This is an optimization exercise on Yosys and OpenROAD, whose aim is small area, not a production implementation.
No functional check of the RTL was part of this run.
Power and IR drop assume default switching activity.

## flow/config.mk

```make
export PLATFORM = sky130hd
export DESIGN_NAME = Regfile
export DESIGN_NICKNAME = Regfile
export VERILOG_FILES = /design/flow/design.v
export SDC_FILE = /design/flow/constraint.sdc
export NUM_CORES = 4
export LEC_CHECK = 0
export CAP_MARGIN = 20
export CORE_MARGIN = 2
export CORE_UTILIZATION = 40
export SETUP_SLACK_MARGIN = 0.2
export SLEW_MARGIN = 20
```

## flow/constraint.sdc

```tcl
create_clock -name core_clock -period 6.0 [get_ports {clk}]
set_input_delay 1.2000 -clock core_clock [delete_from_list [all_inputs] [get_ports {clk}]]
set_output_delay 1.2000 -clock core_clock [all_outputs]
set_load 0.01 [all_outputs]
```

## flow/design.v

```verilog
`timescale  1ns/1ps
module Regfile #(
   parameter  XLEN = 32
)(
   input              clk       ,
   input              resetz    ,
   input       [4:0]  rs1_addr  ,
   input       [4:0]  rs2_addr  ,
   input       [4:0]  rd_addr   ,
   input  [XLEN-1:0]  rd_wdata  ,
   output [XLEN-1:0]  rs1_data_o,
   output [XLEN-1:0]  rs2_data_o
);
wire [XLEN-1:0] r1_n ,r2_n ,r3_n ,r4_n ,r5_n;
wire [XLEN-1:0] r6_n ,r7_n ,r8_n ,r9_n ,r10_n;
wire [XLEN-1:0] r11_n,r12_n,r13_n,r14_n,r15_n;
wire [XLEN-1:0] r16_n,r17_n,r18_n,r19_n,r20_n;
wire [XLEN-1:0] r21_n,r22_n,r23_n,r24_n,r25_n;
wire [XLEN-1:0] r26_n,r27_n,r28_n,r29_n,r30_n;
wire [XLEN-1:0] r31_n;
reg [XLEN-1:0] r1 ,r2 ,r3 ,r4 ,r5 ;
reg [XLEN-1:0] r6 ,r7 ,r8 ,r9 ,r10;
reg [XLEN-1:0] r11,r12,r13,r14,r15;
reg [XLEN-1:0] r16,r17,r18,r19,r20;
reg [XLEN-1:0] r21,r22,r23,r24,r25;
reg [XLEN-1:0] r26,r27,r28,r29,r30;
reg [XLEN-1:0] r31;
reg [XLEN-1:0] rs1_rdata;
reg [XLEN-1:0] rs2_rdata;
always@(posedge clk or negedge resetz)begin
   if(~resetz)begin
      r1   <= 'd0;  r16 <= 'd0;  r31 <= 'd0; 
      r2   <= 'd0;  r17 <= 'd0;
      r3   <= 'd0;  r18 <= 'd0;
      r4   <= 'd0;  r19 <= 'd0;
      r5   <= 'd0;  r20 <= 'd0;
      r6   <= 'd0;  r21 <= 'd0;
      r7   <= 'd0;  r22 <= 'd0;
      r8   <= 'd0;  r23 <= 'd0;
      r9   <= 'd0;  r24 <= 'd0;
      r10  <= 'd0;  r25 <= 'd0;
      r11  <= 'd0;  r26 <= 'd0;
      r12  <= 'd0;  r27 <= 'd0;
      r13  <= 'd0;  r28 <= 'd0;
      r14  <= 'd0;  r29 <= 'd0;
      r15  <= 'd0;  r30 <= 'd0;
   end
   else begin
      r1   <= r1_n;   r16 <= r16_n;  r31 <= r31_n; 
      r2   <= r2_n;   r17 <= r17_n;
      r3   <= r3_n;   r18 <= r18_n;
      r4   <= r4_n;   r19 <= r19_n;
      r5   <= r5_n;   r20 <= r20_n;
      r6   <= r6_n;   r21 <= r21_n;
      r7   <= r7_n;   r22 <= r22_n;
      r8   <= r8_n;   r23 <= r23_n;
      r9   <= r9_n;   r24 <= r24_n;
      r10  <= r10_n;  r25 <= r25_n;
      r11  <= r11_n;  r26 <= r26_n;
      r12  <= r12_n;  r27 <= r27_n;
      r13  <= r13_n;  r28 <= r28_n;
      r14  <= r14_n;  r29 <= r29_n;
      r15  <= r15_n;  r30 <= r30_n;
   end
end
assign r1_n  = (rd_addr == 5'd1 ) ? rd_wdata : r1 ;
assign r2_n  = (rd_addr == 5'd2 ) ? rd_wdata : r2 ;
assign r3_n  = (rd_addr == 5'd3 ) ? rd_wdata : r3 ;
assign r4_n  = (rd_addr == 5'd4 ) ? rd_wdata : r4 ;
assign r5_n  = (rd_addr == 5'd5 ) ? rd_wdata : r5 ;
assign r6_n  = (rd_addr == 5'd6 ) ? rd_wdata : r6 ;
assign r7_n  = (rd_addr == 5'd7 ) ? rd_wdata : r7 ;
assign r8_n  = (rd_addr == 5'd8 ) ? rd_wdata : r8 ;
assign r9_n  = (rd_addr == 5'd9 ) ? rd_wdata : r9 ;
assign r10_n = (rd_addr == 5'd10) ? rd_wdata : r10;
assign r11_n = (rd_addr == 5'd11) ? rd_wdata : r11;
assign r12_n = (rd_addr == 5'd12) ? rd_wdata : r12;
assign r13_n = (rd_addr == 5'd13) ? rd_wdata : r13;
assign r14_n = (rd_addr == 5'd14) ? rd_wdata : r14;
assign r15_n = (rd_addr == 5'd15) ? rd_wdata : r15;
assign r16_n = (rd_addr == 5'd16) ? rd_wdata : r16;
assign r17_n = (rd_addr == 5'd17) ? rd_wdata : r17;
assign r18_n = (rd_addr == 5'd18) ? rd_wdata : r18;
assign r19_n = (rd_addr == 5'd19) ? rd_wdata : r19;
assign r20_n = (rd_addr == 5'd20) ? rd_wdata : r20;
assign r21_n = (rd_addr == 5'd21) ? rd_wdata : r21;
assign r22_n = (rd_addr == 5'd22) ? rd_wdata : r22;
assign r23_n = (rd_addr == 5'd23) ? rd_wdata : r23;
assign r24_n = (rd_addr == 5'd24) ? rd_wdata : r24;
assign r25_n = (rd_addr == 5'd25) ? rd_wdata : r25;
assign r26_n = (rd_addr == 5'd26) ? rd_wdata : r26;
assign r27_n = (rd_addr == 5'd27) ? rd_wdata : r27;
assign r28_n = (rd_addr == 5'd28) ? rd_wdata : r28;
assign r29_n = (rd_addr == 5'd29) ? rd_wdata : r29;
assign r30_n = (rd_addr == 5'd30) ? rd_wdata : r30;
assign r31_n = (rd_addr == 5'd31) ? rd_wdata : r31;
always@(*)begin
   case(rs1_addr[4:0])
   5'd0 : rs1_rdata ='d0 ;
   5'd1 : rs1_rdata = r1 ;
   5'd2 : rs1_rdata = r2 ;
   5'd3 : rs1_rdata = r3 ;
   5'd4 : rs1_rdata = r4 ;   
   5'd5 : rs1_rdata = r5 ;
   5'd6 : rs1_rdata = r6 ;
   5'd7 : rs1_rdata = r7 ;
   5'd8 : rs1_rdata = r8 ;
   5'd9 : rs1_rdata = r9 ;
   5'd10: rs1_rdata = r10;
   5'd11: rs1_rdata = r11;
   5'd12: rs1_rdata = r12;
   5'd13: rs1_rdata = r13;
   5'd14: rs1_rdata = r14;
   5'd15: rs1_rdata = r15;
   5'd16: rs1_rdata = r16;
   5'd17: rs1_rdata = r17;
   5'd18: rs1_rdata = r18;
   5'd19: rs1_rdata = r19;
   5'd20: rs1_rdata = r20;
   5'd21: rs1_rdata = r21;
   5'd22: rs1_rdata = r22;
   5'd23: rs1_rdata = r23;
   5'd24: rs1_rdata = r24;
   5'd25: rs1_rdata = r25;
   5'd26: rs1_rdata = r26;
   5'd27: rs1_rdata = r27;
   5'd28: rs1_rdata = r28;
   5'd29: rs1_rdata = r29;
   5'd30: rs1_rdata = r30;
   5'd31: rs1_rdata = r31;
   default:begin
      rs1_rdata = 'd0;
   end
   endcase
end
always@(*)begin
   case(rs2_addr[4:0])
   5'd0 : rs2_rdata ='d0 ;
   5'd1 : rs2_rdata = r1 ;
   5'd2 : rs2_rdata = r2 ;
   5'd3 : rs2_rdata = r3 ;
   5'd4 : rs2_rdata = r4 ;   
   5'd5 : rs2_rdata = r5 ;
   5'd6 : rs2_rdata = r6 ;
   5'd7 : rs2_rdata = r7 ;
   5'd8 : rs2_rdata = r8 ;
   5'd9 : rs2_rdata = r9 ;
   5'd10: rs2_rdata = r10;
   5'd11: rs2_rdata = r11;
   5'd12: rs2_rdata = r12;
   5'd13: rs2_rdata = r13;
   5'd14: rs2_rdata = r14;
   5'd15: rs2_rdata = r15;
   5'd16: rs2_rdata = r16;
   5'd17: rs2_rdata = r17;
   5'd18: rs2_rdata = r18;
   5'd19: rs2_rdata = r19;
   5'd20: rs2_rdata = r20;
   5'd21: rs2_rdata = r21;
   5'd22: rs2_rdata = r22;
   5'd23: rs2_rdata = r23;
   5'd24: rs2_rdata = r24;
   5'd25: rs2_rdata = r25;
   5'd26: rs2_rdata = r26;
   5'd27: rs2_rdata = r27;
   5'd28: rs2_rdata = r28;
   5'd29: rs2_rdata = r29;
   5'd30: rs2_rdata = r30;
   5'd31: rs2_rdata = r31;
   default:begin
      rs2_rdata = 'd0;
   end
   endcase   
end
assign rs1_data_o = rs1_rdata;
assign rs2_data_o = rs2_rdata;    
endmodule
```

## flow/run.sh

```bash
#!/bin/bash
# synth_recipe.tcl (not shown) runs the flow's synth.tcl, then flattens the netlist and writes it again
# the make line also repeats each setting of config.mk as NAME=value (left out here)
make -C /OpenROAD-flow-scripts/flow DESIGN_CONFIG=/design/flow/config.mk WORK_HOME=/design/flow/orfs CLKGATE_MAP_FILE= SYNTH_SCRIPT=/design/flow/synth_recipe.tcl finish
```

==> metrics.md <==
| Metric | Value |
|---|---|
| Avg Cell Area, Syn | `11.7 sq um` |
| CP max stage delay | `0.89 ns` |
| Synth async-reset ratio | `1.00` |
| Worst Setup SP | `rs2_addr[3]` |
| Post-Route WL | `230000 microns` |
| Max-slew violation count | `0` |
| Fin crit share | `0.975` |
| Worst-Margin Slew | `1.19 ns` |
| Die area | `131000 sq um` |
| Initial antenna violation count | `15` |
| Unrepaired setup endpoints after global routing | `yes` |
| DR vias | `43.6k` |
| Syn Inst Count | `4381` |
| Slew headroom | `0.205` |
| P_int | `14.4 mW` |
| GRT Resource Usage Total | `0.344` |
| WP data required | `4.80 ns` |
| Initial Util | `0.402` |
| # rows | `131` |
| Setup CP Type | `in -> out` |
| Clock Sink Count | `992` |
| Crit path launch type | `primary input` |
| Mapped Nets | `4430` |
| Clock Tree Root | `clkbuf_16` |
| Cell taking the most area after synthesis | `dfrtp_1` |
| Crit path DAT | `4.65 ns` |
| Hold Crit Class | `in -> async` |
| Top cells by area, synth | `dfrtp_1 49%, mux2_2 22%, a22oi_1 5.9%, and3_1 4.9%, nand3_1 3.3%` |
| Setup_tns | `0 ns` |
| Net switching power | `5.96 mW` |
| Minimum clock period after layout | `5.85 ns` |
| Final Hold Fails | `0` |
| Synthesized cell area | `51100 sq um` |
| Die height | `362 microns` |
| Fmax | `0.171 GHz` |
| Final Wtd Congestion | `0.963` |
| Final #Nets | `4392` |
| Drt pass-1 iters | `7` |
| Detail Placement HPWL | `138000 microns` |
| CTS tree | `yes` |
| Reg power frac | `0.478` |
| Comb power frac | `0.161` |
| Area Overhead vs Synth | `15.3%` |
| Final setup violation count | `0` |
| Worst setup EP type | `output pin` |
| Synth top cells by count | `992 x dfrtp_1, 983 x mux2_2, 405 x a22oi_1` |
| Clock slew at reported path FFs | `0.07 ns` |
| Number of flops mapped to enable cells by yosys | `0` |
| #FFs+latches synth | `992` |
| First-pass GRT wire length | `323000 microns` |
| Largest fanout on the critical path | `21` |
| Core Footprint | `127000 sq um` |
| Worst r2r src | `r14[17]` |
| Outcome | `no timing/DRC/antenna violations` |
| Grt total ovfl | `0` |
| Slowest-stage cell, CP | `and2_2` |
| WL met2 | `98200 microns` |
| Pin count of the biggest net entering global routing | `153` |
| Clock power share | `0.362` |
| Synth Flop Type | `dfrtp_1` |
| Total power | `20.3 mW` |
| Antenna-violating nets left | `0` |
| Setup Skew | `0 ns` |
| Num CTS Buffers | `109` |
| Peak VDD IR | `0.000287 V` |
| # DRC | `0` |
| Post-synthesis sequential area ratio | `0.486` |
| Routed vias/inst | `7.15` |
| CP dominant cell by count | `clkdlybuf4s50_1` |
| Worst path cell trace | `clkdlybuf4s50_1 > and2_4 > and2_2 > a22oi_1 > nand3_1 > or4_1 > clkdlybuf4s50_1` |
| Iteration-0 DRC Markers | `7538` |
| I/O Pins | `113` |
| Clock Latency Late Sink | `0.74 ns` |
| P_leak | `26.0 nW` |
| Switching Share | `0.293` |
| Yosys top cell area share | `0.486` |
| DRT met1 WL | `85600 microns` |
| Vias in the first global route | `42.5k` |
| Max layer used | `met5` |
| Port Buffer Count | `112` |
| Yosys warns | `1` |
| Drt wl/cell | `37.8 microns` |
| Power per standard cell area | `345 nW/um^2` |
| Max Root-Sink Buffers | `3` |
| Max-cap violation count | `0` |
| Synth cell types | `55` |
| Top-count cell post-synth | `dfrtp_1` |
| Routed wl met3 | `29900 microns` |
| Die Wd | `362 microns` |
| Layout cell share with drive strength beyond 1 | `0.343` |
| H-tree depth | `3` |
[critical path, delay by kind of cell]
| kind | cells | cell delay [ns] |
|---|---|---|
| compound gates | 1 | 0.35 |
| buf+inv | 2 | 1.37 |
| simple gates | 4 | 1.71 |
[metrics by stage]
stage / cells / setup slack [ns] / instance area [sq um] / util / hold slack (ns)
after CTS: 6089 / 0.208 / 58900 / 0.463 / 0.423
after global placement: 5887 / 0.136 / 55000 / 0.432 / 0.500
after global routing: 6096 / 0.162 / 58900 / 0.463 / 0.436
final: 6101 / 0.148 / 58900 / 0.463 / 0.423
after floorplan: 4381 / 1.91 / 51100 / - / 0.478
after detailed placement: 5887 / 0.121 / 55000 / 0.432 / 0.506
[path summary, 6_finish.rpt]
| path | slack [ns] | endpoint | cells after the start |
|---|---|---|---|
| setup reg to reg | 5.13 | r14[17] | 1 |
| setup / recovery | 0.15 | rs2_data_o[31] | 7 |
| max in group asynchronous | 4.25 | r21[24] | 2 |
| hold / removal | 0.42 | r8[29] | 1 |
| min in group core_clock | 0.52 | r9[23] | 1 |
| hold reg to reg | 0.52 | r9[23] | 1 |
[power groups by stage]
stage	Combinational, mW	Sequential (mW)	Clock [mW]
CTS	3.23	9.60	7.35
global placement	3.14	9.68	0
global route	3.47	9.83	7.64
floorplan	2.11	9.17	0
finish	3.27	9.70	7.35
detailed placement	3.22	9.71	0
[repair_timing]
action / CTS / global route
cloned: 1 / 0
hold buffers: 0 / 0
setup endpoints to repair: 23 / 27
buffers inserted: 2 / 4
pin swaps: 2 / 0
gates resized for setup: 5 / 15
[logic make-up after synthesis]
kind of cell | after synthesis | synth area share
flip-flops | 992 | 0.486
AO/OA/AOI/OAI | 740 | 0.121
multiplexers | 1034 | 0.227
buffers and inverters | 492 | 0.0395
AND/OR/NAND/NOR | 1123 | 0.127
[layout by cell type, fill, tap and decap left out, types with 25 or more instances in the layout]
cell | Yosys | routed
buf_12 | 0 | 50
a32oi_1 | 95 | 95
a2111oi_0 | 108 | 102
and2_2 | 0 | 26
mux2i_1 | 38 | 38
a22oi_1 | 405 | 405
nand2_1 | 41 | 30
or4_1 | 50 | 49
a21oi_1 | 32 | 32
buf_4 | 6 | 178
nor2_1 | 50 | 35
nand3_1 | 339 | 338
mux2_2 | 983 | 983
dfrtp_1 | 992 | 992
a22o_1 | 25 | 25
nand4_1 | 106 | 106
clkbuf_16 | 0 | 112
and3_1 | 401 | 400
clkdlybuf4s50_1 | 0 | 96
[layer usage]
metal	track usage	vias to the layer above
met5	0.00296	-
met4	0.207	14
met3	0.107	958
met2	0.506	3552
met1	0.442	22300
li1	-	16800
[final cells by class]
cell class | instances | area (sq um)
fillers | 11600 | 68300
flip-flops and latches | 992 | 24800
multi-input cells | 2898 | 24700
repair buffers | 340 | 3420
clock buffers | 151 | 3160
well taps | 1662 | 2080
clock inverters | 48 | 694
diodes | 8 | 20.0
inverters | 2 | 7.51

[re-timing with driven ports]
The flow's constraints put no driver on any port. The routed layout listed below was extracted and timed again, unchanged, in two steps. Step 1: set_driving_cell puts a clkbuf_16 on clk and a buf_2 on each other input, an assumption about the parent block. Step 2, shift: input delay + t, output delay - t, t = (earliest + latest rising clock arrival at the registers) / 2. This alone moves slack from input paths to output paths. Three values: no drivers, after step 1, after step 2; two values: the first two.
shift t [ns]: 0.803
slack for setup (ns): 0.148 / -0.003 / -0.003
cell pins on the clock port's net: 1
With both steps, setup timing fails in this run, where it was met with ideal ports. For this run, drivers alone change the setup slack by -0.151 ns; drivers and shift together by -0.151 ns.
